From an optimization exercise on the open Yosys and OpenROAD flow, aimed at small area and a short achievable clock period; shortcuts taken in it are not production practice. Where RTL was checked, it was by simulation tests only, not by an equivalence proof against the original. Power and IR drop assume default switching activity.

==> run a: inputs <==
Design ALU_TOP, start of the top module:
module ALU_TOP #(parameter width_top = 16) (A, B, ALU_FUN,
    CLK,RST,
    ARITH_OUT,
    LOGIC_OUT,
    CMP_OUT,
    SHIFT_OUT,
    CARRY_OUT,
    ARITH_FLAG_OUT,
    LOGIC_FLAG_OUT,
    CMP_FLAG_OUT,
    SHIFT_FLAG_OUT
    );
==> flow/config.mk <==
export PLATFORM = sky130hd
export DESIGN_NAME = ALU_TOP
export DESIGN_NICKNAME = ALU_TOP
export VERILOG_FILES = /design/flow/design.v
export SDC_FILE = /design/flow/constraint.sdc
export NUM_CORES = 4
export LEC_CHECK = 0
export ABC_AREA = 1
export CAP_MARGIN = 20
export CORE_MARGIN = 2
export CORE_UTILIZATION = 60
export PLACE_DENSITY = 0.72
export SLEW_MARGIN = 20
export SYNTH_HIERARCHICAL = 1
==> flow/constraint.sdc <==
create_clock -name core_clock -period 130.0 [get_ports {CLK}]
set_input_delay 26.0000 -clock core_clock [delete_from_list [all_inputs] [get_ports {CLK}]]
set_output_delay 26.0000 -clock core_clock [all_outputs]
set_load 0.01 [all_outputs]
standard.sh (not shown) runs the stock make flow with config.mk's settings and CLKGATE_MAP_FILE= SYNTH_SCRIPT=/design/flow/synth_recipe.tcl, a recipe that flattens the netlist after the stock synthesis.
==> flow/flow/run.sh <==
#!/bin/bash
# Own layout flow: the standard flow (standard.sh) with two changes made
# through the environment the ORFS scripts read:
#  - the port buffers are sky130_fd_sc_hd__buf_1 instead of the flow's
#    default choice (every input and output port still gets its buffer);
#  - repair_timing aims for 91 ns of setup slack instead of 0, so that it
#    sizes up and buffers the longest paths (the SDC is unchanged).
# The make run's whole output goes to flow_make.log in this folder; ORFS keeps
# each step's full log under orfs/logs/.
set -euo pipefail
export BUFFER_PORTS_ARGS="-buffer_cell sky130_fd_sc_hd__buf_1"
export SETUP_SLACK_MARGIN=91
bash standard.sh > flow_make.log 2>&1
==> run b (differences from run a) <==
--- a/flow/design.v
+++ b/flow/design.v
@@ -5,19 +5,16 @@
 module ha_cell (input a, input b, output s, output co);
     assign s = a ^ b;
     assign co = a & b;
 endmodule
 module hai_cell (input a, input b, output s, output co);
     assign s = ~(a ^ b);
     assign co = a | b;
 endmodule
-module mux_cell (input s, input a, input b, output y);
-    assign y = s ? a : b;
-endmodule
 module xor_cell (input a, input b, output y);
     assign y = a ^ b;
 endmodule
 module xnor_cell (input a, input b, output y);
     assign y = ~(a ^ b);
 endmodule
 module or_cell (input a, input b, output y);
     assign y = a | b;
@@ -46,17 +43,17 @@
     output CARRY_OUT;
     output ARITH_FLAG_OUT;
     output LOGIC_FLAG_OUT;
     output CMP_FLAG_OUT;
     output SHIFT_FLAG_OUT;
     reg        arith_flag, logic_flag, cmp_flag, shift_flag;
     reg [1:0]  op_r;
     reg [15:0] a_r, b_r;
-    wire is_div = (ALU_FUN == 4'b0011);
+    reg [8:0]  dq_r;      
     reg [8:0]  dr_r;      
     wire [15:7] dq_hi_w;
     wire [8:0] dr_hi;
     wire n1 = ~B[0];
     wire n2 = A[15] & n1;
     wire n3 = A[15] ^ n1;
     wire n4 = n2 | n3;
     wire n5 = n3 ^ 1'b1;
@@ -443,18 +440,19 @@
             logic_flag <= (ALU_FUN[3:2] == 2'b01);
             cmp_flag   <= (ALU_FUN[3:2] == 2'b10);
             shift_flag <= (ALU_FUN[3:2] == 2'b11);
         end
     end
     always @(posedge CLK)
     begin
         op_r <= ALU_FUN[1:0];
-        a_r  <= is_div ? {dq_hi_w, A[6:0]} : A;
+        a_r  <= A;
         b_r  <= B;
+        dq_r <= dq_hi_w;
         dr_r <= dr_hi;
     end
     wire        sub = op_r[0] | cmp_flag;
     wire [15:0] s;
     wire        c;
     wire n2157 = b_r[0] ^ sub;
     wire n2158 = b_r[1] ^ sub;
     wire n2159 = b_r[2] ^ sub;
@@ -2108,17 +2106,17 @@
     wire n1130 = n1049 ^ n1107;
     wire n1131 = n1050 ^ n1109;
     wire n1132 = n1051 ^ n1111;
     wire n1133 = n1052 ^ n1113;
     wire n1134 = n1053 ^ n1115;
     wire ge1135 = n1117;
     assign dq_lo_w[0] = ge1135;
     wire        bnz = |b_r;
-    wire [15:0] quot = bnz ? {a_r[15:7], dq_lo_w} : 16'd0;
+    wire [15:0] quot = bnz ? {dq_r, dq_lo_w} : 16'd0;
     reg [31:0] arith_val;
     always @(*)
     begin
         case (op_r)
         2'b00: arith_val = {15'd0, c, s};
         2'b01: arith_val = {{16{~c}}, s};
         2'b10: arith_val = prod;
         default: arith_val = {16'd0, quot};
- CORE_UTILIZATION: 60 -> 70
- GPL_ROUTABILITY_DRIVEN: default -> 0
- PLACE_DENSITY: 0.72 -> 0.8
==> qor summary <==
Run status: run a finished clean; run b finished clean
Non-Filler Instances: run a 2613; run b 2549
Sequential share of cell area: run a 0.0547; run b 0.0659
Post-CTS resize count: run a 11; run b 20
Multi-input combinational cell area: run a 14000 um^2; run b 13800 um^2
Start point of the critical path: run a a_r[6]$_DFF_P_; run b a_r[1]$_DFF_P_
Row Count: run a 60; run b 56
Final Util: run a 0.653; run b 0.750
Critical Path Fanout Max: run a 15; run b 21
Die Width: run a 170 um; run b 158 um
Non-clock inverter count: run a 262; run b 275
Share of synthesized area occupied by flip-flops and latches: run a 0.0578; run b 0.0686
HPWL reported at the end of detailed placement: run a 37400 um; run b 37600 um
Seq_cells: run a 47; run b 56
Post-CTS Setup Repair Bufs: run a 5; run b 9
Vias after detailed routing: run a 15000; run b 15300
Share of cell area taken by multi-input logic gates: run a 0.793; run b 0.788
Cell occurring most often along the worst timing path: run a sky130_fd_sc_hd__nand2_1; run b sky130_fd_sc_hd__fa_1
DIE HEIGHT: run a 170 um; run b 158 um
Period minus WS final: run a 38.20 ns; run b 38.55 ns
Placed Area: run a 17100 um^2; run b 17000 um^2
Power in sequential cells: run a 16.0 uW; run b 19.5 uW
Highest-delay cell along the critical path: run a sky130_fd_sc_hd__fa_1; run b sky130_fd_sc_hd__dfxtp_1
Vias per Instance: run a 5.74; run b 6.01
Data arrival time of the critical path: run a 12.20 ns; run b 12.55 ns
Final worst setup slack: run a 91.80 ns; run b 91.45 ns
For run a, only the layout was checked, not whether the RTL still works.

---

==> fjord: inputs <==
ALU_TOP, a different RTL version from the one above (not shown whole).
export LEC_CHECK = 0
export ABC_AREA = 1
export CAP_MARGIN = 20
export CORE_MARGIN = 2
export CORE_UTILIZATION = 60
export PLACE_DENSITY = 0.72
export SLEW_MARGIN = 20
export SYNTH_HIERARCHICAL = 1
create_clock -name core_clock -period 130.0 [get_ports {CLK}]
Scripts as last shown in full above: flow/flow/run.sh
==> inputs of violet, as changes to fjord <==
--- a/flow/design.v
+++ b/flow/design.v
@@ -46,14 +46,14 @@
     output CMP_FLAG_OUT;
     output SHIFT_FLAG_OUT;
     reg        arith_flag, logic_flag, cmp_flag, shift_flag;
     reg [1:0]  op_r;
     reg [15:0] a_r, b_r;
-    reg [9:0]  dq_r;      
-    reg [9:0]  dr_r;      
-    wire [15:6] dq_hi_w;
-    wire [9:0] dr_hi;
+    reg [8:0]  dq_r;      
+    reg [8:0]  dr_r;      
+    wire [15:7] dq_hi_w;
+    wire [8:0] dr_hi;
     wire n1 = ~B[0];
     wire n2 = A[15] & n1;
     wire n3 = A[15] ^ n1;
     wire n4 = n2 | n3;
     wire n5 = n3 ^ 1'b1;
@@ -417,104 +417,19 @@
     wire n354 = ge349 ? n343 : n280;
     wire n355 = ge349 ? n344 : n281;
     wire n356 = ge349 ? n345 : n282;
     wire n357 = ge349 ? n346 : n283;
     wire n358 = ge349 ? n347 : n284;
-    wire n359 = ~B[0];
-    wire n360 = ~B[1];
-    wire n361 = ~B[2];
-    wire n362 = ~B[3];
-    wire n363 = ~B[4];
-    wire n364 = ~B[5];
-    wire n365 = ~B[6];
-    wire n366 = ~B[7];
-    wire n367 = ~B[8];
-    wire n368 = ~B[9];
-    wire n369 = A[6] & n359;
-    wire n370 = n350 & n360;
-    wire n371 = n351 & n361;
-    wire n372 = n352 & n362;
-    wire n373 = n353 & n363;
-    wire n374 = n354 & n364;
-    wire n375 = n355 & n365;
-    wire n376 = n356 & n366;
-    wire n377 = n357 & n367;
-    wire n378 = n358 & n368;
-    wire n379 = A[6] ^ n359;
-    wire n380 = n350 ^ n360;
-    wire n381 = n351 ^ n361;
-    wire n382 = n352 ^ n362;
-    wire n383 = n353 ^ n363;
-    wire n384 = n354 ^ n364;
-    wire n385 = n355 ^ n365;
-    wire n386 = n356 ^ n366;
-    wire n387 = n357 ^ n367;
-    wire n388 = n358 ^ n368;
-    wire n389 = n369 | n379;
-    wire n390 = n370 | (n380 & n389);
-    wire n391 = n380 & n379;
-    wire n392 = n372 | (n382 & n371);
-    wire n393 = n382 & n381;
-    wire n394 = n374 | (n384 & n373);
-    wire n395 = n384 & n383;
-    wire n396 = n376 | (n386 & n375);
-    wire n397 = n386 & n385;
-    wire n398 = n378 | (n388 & n377);
-    wire n399 = n388 & n387;
-    wire n400 = n371 | (n381 & n390);
-    wire n401 = n381 & n391;
-    wire n402 = n392 | (n393 & n390);
-    wire n403 = n393 & n391;
-    wire n404 = n375 | (n385 & n394);
-    wire n405 = n385 & n395;
-    wire n406 = n396 | (n397 & n394);
-    wire n407 = n397 & n395;
-    wire n408 = n373 | (n383 & n402);
-    wire n409 = n383 & n403;
-    wire n410 = n394 | (n395 & n402);
-    wire n411 = n395 & n403;
-    wire n412 = n404 | (n405 & n402);
-    wire n413 = n405 & n403;
-    wire n414 = n406 | (n407 & n402);
-    wire n415 = n407 & n403;
-    wire n416 = n377 | (n387 & n414);
-    wire n417 = n387 & n415;
-    wire n418 = n398 | (n399 & n414);
-    wire n419 = n399 & n415;
-    wire n420 = n379 ^ 1'b1;
-    wire n421 = n380 ^ n389;
-    wire n422 = n381 ^ n390;
-    wire n423 = n382 ^ n400;
-    wire n424 = n383 ^ n402;
-    wire n425 = n384 ^ n408;
-    wire n426 = n385 ^ n410;
-    wire n427 = n386 ^ n412;
-    wire n428 = n387 ^ n414;
-    wire n429 = n388 ^ n416;
-    wire n430 = ~|B[15:10];
-    wire ge431 = n418 & n430;
-    assign dq_hi_w[6] = ge431;
-    wire n432 = ge431 ? n420 : A[6];
-    wire n433 = ge431 ? n421 : n350;
-    wire n434 = ge431 ? n422 : n351;
-    wire n435 = ge431 ? n423 : n352;
-    wire n436 = ge431 ? n424 : n353;
-    wire n437 = ge431 ? n425 : n354;
-    wire n438 = ge431 ? n426 : n355;
-    wire n439 = ge431 ? n427 : n356;
-    wire n440 = ge431 ? n428 : n357;
-    wire n441 = ge431 ? n429 : n358;
-    assign dr_hi[0] = n432;
-    assign dr_hi[1] = n433;
-    assign dr_hi[2] = n434;
-    assign dr_hi[3] = n435;
-    assign dr_hi[4] = n436;
-    assign dr_hi[5] = n437;
-    assign dr_hi[6] = n438;
-    assign dr_hi[7] = n439;
-    assign dr_hi[8] = n440;
-    assign dr_hi[9] = n441;
+    assign dr_hi[0] = n350;
+    assign dr_hi[1] = n351;
+    assign dr_hi[2] = n352;
+    assign dr_hi[3] = n353;
+    assign dr_hi[4] = n354;
+    assign dr_hi[5] = n355;
+    assign dr_hi[6] = n356;
+    assign dr_hi[7] = n357;
+    assign dr_hi[8] = n358;
     always @(posedge CLK or negedge RST)
     begin
         if (!RST) begin
             arith_flag <= 1'b0;
             logic_flag <= 1'b0;
@@ -1408,11 +1323,95 @@
     assign prod[27] = ~n2151;
     assign prod[28] = ~n2152;
     assign prod[29] = ~n2153;
     assign prod[30] = ~n2154;
     assign prod[31] = ~n2155;
-    wire [5:0] dq_lo_w;
+    wire [6:0] dq_lo_w;
+    wire n359 = ~b_r[0];
+    wire n360 = ~b_r[1];
+    wire n361 = ~b_r[2];
+    wire n362 = ~b_r[3];
+    wire n363 = ~b_r[4];
+    wire n364 = ~b_r[5];
+    wire n365 = ~b_r[6];
+    wire n366 = ~b_r[7];
+    wire n367 = ~b_r[8];
+    wire n368 = ~b_r[9];
+    wire n369 = a_r[6] & n359;
+    wire n370 = dr_r[0] & n360;
+    wire n371 = dr_r[1] & n361;
+    wire n372 = dr_r[2] & n362;
+    wire n373 = dr_r[3] & n363;
+    wire n374 = dr_r[4] & n364;
+    wire n375 = dr_r[5] & n365;
+    wire n376 = dr_r[6] & n366;
+    wire n377 = dr_r[7] & n367;
+    wire n378 = dr_r[8] & n368;
+    wire n379 = a_r[6] ^ n359;
+    wire n380 = dr_r[0] ^ n360;
+    wire n381 = dr_r[1] ^ n361;
+    wire n382 = dr_r[2] ^ n362;
+    wire n383 = dr_r[3] ^ n363;
+    wire n384 = dr_r[4] ^ n364;
+    wire n385 = dr_r[5] ^ n365;
+    wire n386 = dr_r[6] ^ n366;
+    wire n387 = dr_r[7] ^ n367;
+    wire n388 = dr_r[8] ^ n368;
+    wire n389 = n369 | n379;
+    wire n390 = n370 | (n380 & n389);
+    wire n391 = n380 & n379;
+    wire n392 = n372 | (n382 & n371);
+    wire n393 = n382 & n381;
+    wire n394 = n374 | (n384 & n373);
+    wire n395 = n384 & n383;
+    wire n396 = n376 | (n386 & n375);
+    wire n397 = n386 & n385;
+    wire n398 = n378 | (n388 & n377);
+    wire n399 = n388 & n387;
+    wire n400 = n371 | (n381 & n390);
+    wire n401 = n381 & n391;
+    wire n402 = n392 | (n393 & n390);
+    wire n403 = n393 & n391;
+    wire n404 = n375 | (n385 & n394);
+    wire n405 = n385 & n395;
+    wire n406 = n396 | (n397 & n394);
+    wire n407 = n397 & n395;
+    wire n408 = n373 | (n383 & n402);
+    wire n409 = n383 & n403;
+    wire n410 = n394 | (n395 & n402);
+    wire n411 = n395 & n403;
+    wire n412 = n404 | (n405 & n402);
+    wire n413 = n405 & n403;
+    wire n414 = n406 | (n407 & n402);
+    wire n415 = n407 & n403;
+    wire n416 = n377 | (n387 & n414);
+    wire n417 = n387 & n415;
+    wire n418 = n398 | (n399 & n414);
+    wire n419 = n399 & n415;
+    wire n420 = n379 ^ 1'b1;
+    wire n421 = n380 ^ n389;
+    wire n422 = n381 ^ n390;
+    wire n423 = n382 ^ n400;
+    wire n424 = n383 ^ n402;
+    wire n425 = n384 ^ n408;
+    wire n426 = n385 ^ n410;
+    wire n427 = n386 ^ n412;
+    wire n428 = n387 ^ n414;
+    wire n429 = n388 ^ n416;
+    wire n430 = ~|b_r[15:10];
+    wire ge431 = n418 & n430;
+    assign dq_lo_w[6] = ge431;
+    wire n432 = ge431 ? n420 : a_r[6];
+    wire n433 = ge431 ? n421 : dr_r[0];
+    wire n434 = ge431 ? n422 : dr_r[1];
+    wire n435 = ge431 ? n423 : dr_r[2];
+    wire n436 = ge431 ? n424 : dr_r[3];
+    wire n437 = ge431 ? n425 : dr_r[4];
+    wire n438 = ge431 ? n426 : dr_r[5];
+    wire n439 = ge431 ? n427 : dr_r[6];
+    wire n440 = ge431 ? n428 : dr_r[7];
+    wire n441 = ge431 ? n429 : dr_r[8];
     wire n442 = ~b_r[0];
     wire n443 = ~b_r[1];
     wire n444 = ~b_r[2];
     wire n445 = ~b_r[3];
     wire n446 = ~b_r[4];
@@ -1421,31 +1420,31 @@
     wire n449 = ~b_r[7];
     wire n450 = ~b_r[8];
     wire n451 = ~b_r[9];
     wire n452 = ~b_r[10];
     wire n453 = a_r[5] & n442;
-    wire n454 = dr_r[0] & n443;
-    wire n455 = dr_r[1] & n444;
-    wire n456 = dr_r[2] & n445;
-    wire n457 = dr_r[3] & n446;
-    wire n458 = dr_r[4] & n447;
-    wire n459 = dr_r[5] & n448;
-    wire n460 = dr_r[6] & n449;
-    wire n461 = dr_r[7] & n450;
-    wire n462 = dr_r[8] & n451;
-    wire n463 = dr_r[9] & n452;
+    wire n454 = n432 & n443;
+    wire n455 = n433 & n444;
+    wire n456 = n434 & n445;
+    wire n457 = n435 & n446;
+    wire n458 = n436 & n447;
+    wire n459 = n437 & n448;
+    wire n460 = n438 & n449;
+    wire n461 = n439 & n450;
+    wire n462 = n440 & n451;
+    wire n463 = n441 & n452;
     wire n464 = a_r[5] ^ n442;
-    wire n465 = dr_r[0] ^ n443;
-    wire n466 = dr_r[1] ^ n444;
-    wire n467 = dr_r[2] ^ n445;
-    wire n468 = dr_r[3] ^ n446;
-    wire n469 = dr_r[4] ^ n447;
-    wire n470 = dr_r[5] ^ n448;
-    wire n471 = dr_r[6] ^ n449;
-    wire n472 = dr_r[7] ^ n450;
-    wire n473 = dr_r[8] ^ n451;
-    wire n474 = dr_r[9] ^ n452;
+    wire n465 = n432 ^ n443;
+    wire n466 = n433 ^ n444;
+    wire n467 = n434 ^ n445;
+    wire n468 = n435 ^ n446;
+    wire n469 = n436 ^ n447;
+    wire n470 = n437 ^ n448;
+    wire n471 = n438 ^ n449;
+    wire n472 = n439 ^ n450;
+    wire n473 = n440 ^ n451;
+    wire n474 = n441 ^ n452;
     wire n475 = n453 | n464;
     wire n476 = n454 | (n465 & n475);
     wire n477 = n465 & n464;
     wire n478 = n456 | (n467 & n455);
     wire n479 = n467 & n466;
@@ -1492,20 +1491,20 @@
     wire n520 = n474 ^ n506;
     wire n521 = ~|b_r[15:11];
     wire ge522 = n508 & n521;
     assign dq_lo_w[5] = ge522;
     wire n523 = ge522 ? n510 : a_r[5];
-    wire n524 = ge522 ? n511 : dr_r[0];
-    wire n525 = ge522 ? n512 : dr_r[1];
-    wire n526 = ge522 ? n513 : dr_r[2];
-    wire n527 = ge522 ? n514 : dr_r[3];
-    wire n528 = ge522 ? n515 : dr_r[4];
-    wire n529 = ge522 ? n516 : dr_r[5];
-    wire n530 = ge522 ? n517 : dr_r[6];
-    wire n531 = ge522 ? n518 : dr_r[7];
-    wire n532 = ge522 ? n519 : dr_r[8];
-    wire n533 = ge522 ? n520 : dr_r[9];
+    wire n524 = ge522 ? n511 : n432;
+    wire n525 = ge522 ? n512 : n433;
+    wire n526 = ge522 ? n513 : n434;
+    wire n527 = ge522 ? n514 : n435;
+    wire n528 = ge522 ? n515 : n436;
+    wire n529 = ge522 ? n516 : n437;
+    wire n530 = ge522 ? n517 : n438;
+    wire n531 = ge522 ? n518 : n439;
+    wire n532 = ge522 ? n519 : n440;
+    wire n533 = ge522 ? n520 : n441;
     wire n534 = ~b_r[0];
     wire n535 = ~b_r[1];
     wire n536 = ~b_r[2];
     wire n537 = ~b_r[3];
     wire n538 = ~b_r[4];
==> flow/flow/run.sh (replaced) <==
#!/bin/bash
# Own layout flow: the standard flow (standard.sh) with two changes made
# through the environment the ORFS scripts read:
#  - the port buffers are sky130_fd_sc_hd__buf_1 instead of the flow's
#    default choice (every input and output port still gets its buffer);
#  - repair_timing aims for 93 ns of setup slack instead of 0, so that it
#    sizes up and buffers the longest paths (the SDC is unchanged).
# The make run's whole output goes to flow_make.log in this folder; ORFS keeps
# each step's full log under orfs/logs/.
set -euo pipefail
export BUFFER_PORTS_ARGS="-buffer_cell sky130_fd_sc_hd__buf_1"
export SETUP_SLACK_MARGIN=93
bash standard.sh > flow_make.log 2>&1
==> run summary <==
Against violet, the via count of fjord is smaller by about 8%. In fjord the wire length is lower than in violet, by 14%. In fjord the clock power is higher than in violet, by about 64%. Sequential power: fjord is larger than violet (about 3%). In violet the worst setup slack is better than in fjord, by 1.1 ns. Between fjord and violet, the lower synthesized cell count is in fjord (gap 2.9%, measured against violet). Fmax: violet is higher than fjord (3.0%).
==> figures <==
|  | fjord | violet |
|---|---|---|
| Result of the run | no timing/DRC/antenna violations | no timing/DRC/antenna violations |
| Combinational Power Share | 78.6% | 84.3% |
| Die area | 28300 um2 | 29100 um2 |
| Endpoint of the worst setup timing path | dr_r[9] | ARITH_OUT[0] |
| Gates resized, CTS repair | 40 | 174 |
| Crit path kind | input port to flip-flop | flip-flop to output pin |
| Share of the yosys chip area belonging to registers | 7.29% | 6.86% |
| Number of flip-flops and latches in the synthesized netlist | 58 | 56 |
| Sequential share of cell area | 6.51% | 5.87% |
| Type of destination of the critical path | flip-flop | output pin |
| Crit path required time | 130.23 ns | 104.00 ns |
| Post-synthesis share of cell area spent on full adders, half adders and majority gates | 45.4% | 44.3% |
| Global-route wire length before repair | 77.4 mm | 85.0 mm |
| GR Util All Layers | 35.4% | 38.6% |
| Fraction of the core area covered by cells at the end of the flow | 67.9% | 74.0% |
| Power in sequential cells | 19.4 uW | 18.8 uW |
Only the layout flow was run in fjord; the RTL was not checked for function there.

==> static timing again, ports no longer ideal <==
How much do the figures lean on ideal ports? The routed layouts below were timed once more, with nothing changed but the port constraints. Step 1, drivers: a clkbuf_16 drives CLK and a buf_2 each remaining input, both assumed. Step 2 adds t to the input delays and takes it off the output delays; t is the mean of the earliest and latest rising clock arrival at the registers after step 1. Input paths then give back, and output paths get back, about the clock's delay inside the block. a / b / c = no drivers / after step 1 / after step 2; a / b = the first two.
run | shift t [ns] | setup slack, ns | hold WS [ns]
run a | 0.369 | 91.800 / 91.747 / 91.716 | 25.513 / 25.496 / 25.865
run b | 0.367 | 91.450 / 91.406 / 91.773 | 25.484 / 25.487 / 25.854
fjord | 0.383 | 91.384 / 91.396 / 91.013 | 25.482 / 25.457 / 25.840
violet | 0.351 | 92.501 / 92.452 / 92.803 | 25.504 / 25.479 / 25.830
After both steps setup and hold are still met in every run listed. The setup slack of fjord, which loses most, moves by +0.012 ns with the drivers and by -0.371 ns with both steps.
